This design comes from an exercise in tuning for small area on the open sky130 flow, not from production work.
In this exercise RTL edits were held to simulation tests only and were not proved equivalent to the original.
Power figures rest on the tool's default switching activity, not on a simulated workload.

## old
Design Top_Module, start of the top module:
module Top_Module (
    input clk,
    input rst,
    input [8:0] sw,
    input btnC, btnU, btnD, btnL, btnR,
    output [15:0] led,
    output [7:0] seg,
    output [3:0] an,
    output [4:0] screen_state,
    output [17:0] grid_state,
    output turn,
    output ai_waiting,
    output [1:0] game_status_pvp,
    output [1:0] game_status_pvp_final,
    output [1:0] game_status_ai,
    output [1:0] ai_level
    );
Size: ~240 flip-flops, roughly 77 I/O pins, ~11000 um^2 of cells after synthesis.
export LEC_CHECK = 0
export CAP_MARGIN = 20
export CORE_MARGIN = 2
export CORE_UTILIZATION = 60
export PLACE_DENSITY = 0.7
export SLEW_MARGIN = 20
create_clock -name core_clock -period 10.0 [get_ports {clk}]
standard.sh (not shown) runs the stock make flow with config.mk's settings and CLKGATE_MAP_FILE= SYNTH_SCRIPT=/design/flow/synth_recipe.tcl, a recipe that flattens the netlist after the stock synthesis.
==> flow/flow/run.sh <==
#!/bin/bash
# Layout flow: the standard flow (standard.sh) with
#  - port buffers of the smallest buffer cell,
#  - clock tree synthesis with small clusters of clkbuf_4 and no dummy loads.
# Each tool's output goes to a log file in this folder.
set -euo pipefail
W=$PWD
cp -r "$FLOW_HOME/scripts" "$W/scripts"
cp "$W/flow/abc_area.script" "$W/scripts/abc_area.script"
bash standard.sh SCRIPTS_DIR="$W/scripts" ABC_AREA=1 \
  BUFFER_PORTS_ARGS="-buffer_cell sky130_fd_sc_hd__buf_1" \
  CTS_ARGS="-sink_clustering_enable -repair_clock_nets -dont_use_dummy_load -buf_list sky130_fd_sc_hd__clkbuf_4 -sink_clustering_size 8 -sink_clustering_max_diameter 40" \
  finish > standard.log 2>&1
==> flow/flow/abc_area.script <==
strash
&get -n
&deepsyn -T 60
&put
&get -n
&st
&dch -f
&nf -a -F 8 -A 4 -p
&put
topo
stime -c
Here is what was changed in the inputs of new compared with old.
--- a/flow/design.v
+++ b/flow/design.v
@@ -126,22 +126,20 @@
     localparam [13:0] CZ = 14'd3988, C5K = 14'd128, C10K = 14'd289;
     reg [2:0] state;
     reg grid_reset_flag, general_reset;
     reg [1:0] level;
     reg [13:0] count;
     reg [1:0] gr_p, gr_a;
     wire [1:0] win_result;
     wire sw0 = (sw == 9'd0);
     wire c5k = (count == C5K);
     wire c10k = (count == C10K);
-    wire scr_pvp = (state == PVP) || (state == PVP_RESULT) || (state == PVP_FINAL);
-    wire scr_ai = (state == AI) || (state == AI_RESULT);
     wire [13:0] count_step = {count[12:0], ~(count[13] ^ count[0])};
     wire grid_reset_any = grid_reset_flag ||
         (!rst && (state == HOME || state == MS_PVP || state == MS_AI ||
                   (state == PVP_RESULT && win_result == 2'b00 && c5k) ||
                   ((state == PVP_FINAL || state == AI_RESULT) && c10k)));
     reg [2:0] ns;
     always @(*) begin
         ns = state;
         if (rst) ns = HOME;
         else case (state)
@@ -268,21 +266,21 @@
             sel_p <= 0;
         end else begin
             sel_p <= sw & ~conf_p;
         end
         if (rst || grid_reset_any) win_p <= 0;
         else win_p <= haswin(xs_p) | haswin(os_p);
         win_pd <= win_p;
         if (rise25_d) pos_p <= (!win_pd || pos_p == P8) ? P0 : pstep(pos_p);
         if (rise100) blink_p <= (gr_p == 2'b11) ? ~blink_p : 1'b0;
     end
-    localparam [10:0] WC2000 = 11'd1838;
+    localparam [10:0] WC2000 = 11'd1838, WC5 = 11'd1984;
     reg [17:0] grid_a;
     reg [8:0] sel_a;
     reg ai_turn;          
     reg aw, start_ai;
     reg [10:0] wc;
     reg win_a;
     reg blink_a;
     reg [3:0] pos_a;
     reg win_ad;
     reg [3:0] rnd;        
@@ -315,37 +313,37 @@
             if (!ai_turn) begin
                 if (btnC && oh_a) begin
                     grid_a <= grid_a | spread(sel_a, 2'b01);
                     ai_turn <= 1;
                     sel_a <= 0;
                     aw <= 1;
                     wc <= WC2000;
                 end else sel_a <= sw & ~conf_a;
             end else if (start_ai) begin
                 if (mv_taken) begin
-                    aw <= 1; start_ai <= 1;
+                    aw <= 1; wc <= WC5; start_ai <= 1;
                 end else begin
                     grid_a <= grid_a | spread(mv_oh, 2'b10);
                     aw <= 0;
                     ai_turn <= 0;
                 end
             end
         end
         if (rst_ga) win_a <= 0;
         else win_a <= haswin(ps_a) | haswin(as_a);
         win_ad <= win_a;
         if (rise25_d) pos_a <= (!win_ad || pos_a == P8) ? P0 : pstep(pos_a);
         if (rise100) blink_a <= (gr_a == 2'b11) ? ~blink_a : 1'b0;
     end
-    wire ns_ai = scr_ai;
-    wire l_zero = rst | ~(scr_pvp | scr_ai) | grid_reset_any | (scr_pvp & btnR) |
-                  (deb_L & (state == PVP || state == AI));
+    wire ns_pvp = (ns == PVP) || (ns == PVP_RESULT) || (ns == PVP_FINAL);
+    wire ns_ai = (ns == AI) || (ns == AI_RESULT);
+    wire l_zero = ~(ns_pvp | ns_ai) | grid_reset_any | (~ns_ai & btnR);
     wire l_run = ns_ai ? (gr_a == 2'b01) : win_p;
     wire l_all = ns_ai & (gr_a == 2'b10);
     wire l_alt = ns_ai ? (gr_a == 2'b11) : full_p;
     wire [3:0] l_pos = ns_ai ? pos_a : pos_p;
     wire l_blink = ns_ai ? blink_a : blink_p;
     wire [8:0] l_conf = ns_ai ? conf_a : conf_p;
     wire [8:0] l_sel = ns_ai ? sel_a : sel_p;
     reg [8:0] led_r;
     always @(posedge clk)
         led_r <= l_zero ? 9'd0 :
@@ -444,20 +442,22 @@
             d = {n == 2'd3, n == 2'd2, n == 2'd1, n == 2'd0};
             seg7s[0] = d[1];
             seg7s[1] = 1'b0;
             seg7s[2] = d[2];
             seg7s[3] = d[1];
             seg7s[4] = d[1] | d[3];
             seg7s[5] = d[1] | d[2] | d[3];
             seg7s[6] = d[0] | d[1];
         end
     endfunction
+    wire scr_pvp = (state == PVP) || (state == PVP_RESULT) || (state == PVP_FINAL);
+    wire scr_ai = (state == AI) || (state == AI_RESULT);
     wire [7:0] seg_p = idx0 ? 8'b10100011 :
                        idx2 ? 8'b10001001 :
                        {idx3, seg7s(cap_s)};
     wire [7:0] seg_a = {~idx1, seg7(cap_t)};
     wire [3:0] an_pat = {~idx0, ~idx1, ~idx2, ~idx3};
     assign seg = scr_pvp ? seg_p : scr_ai ? seg_a : 8'hff;
     assign an = an_pat | {4{~(scr_pvp | scr_ai) | (scr_ai & blk_cap)}};
     assign led = {7'd0, led_r};
     assign screen_state = {2'b00, state};
     assign grid_state = scr_pvp ? (grid_p | (oh_p ? spread(sel_p, 2'b11) : 18'd0)) :
- Between new and old, the proportion of layout cells with a drive suffix above 1 is lower for old.
- Buffer count excluding the clock tree in the final layout | new above old
- Sort new and old by portion of the clock cycle consumed by the worst path in the final layout asc -> top: new
- Between new and old, the sequential power figures differ only marginally.
- The run showing the smaller power consumed by the clock network is new.
- new vs old on share of the final layout cell area in multi-input gates: new is the higher one.
- new against old; combinational power is up by a few percent.
- Die extent in y, new and old: smaller value in old
- The area fraction in compound gates after synthesis on old is in line with that on new.
- In the flow results for new and old, the routed wire length is larger on new.
- The number of buffer and inverter instances along the worst setup path reported for new is greater than that of old by 1.

==> separate check: timing with driven ports <==
The flow's constraints put no driver on any port. The routed layouts listed below were extracted and timed again, unchanged, in two steps. Step 1, drivers: a clkbuf_16 drives clk and a buf_2 each remaining input, both assumed. Step 2 moves the port delays by t, midway between the first and last clock arrival at a register: inputs arrive t later, outputs are due t later. That takes back most of the time a late clock gives input paths. Slacks: no drivers / after step 1 / after step 2; pairs: no drivers / after step 1.
run	t (ns)	setup slack, ns	worst data-port slew with drivers (ns)
old	0.643	3.737 / 3.699 / 4.342	0.04
new	0.645	4.677 / 4.634 / 4.358	0.06
After both steps every run listed still meets setup and hold. The setup slack of new, which loses most, moves by -0.043 ns with the drivers and by -0.319 ns with both steps.
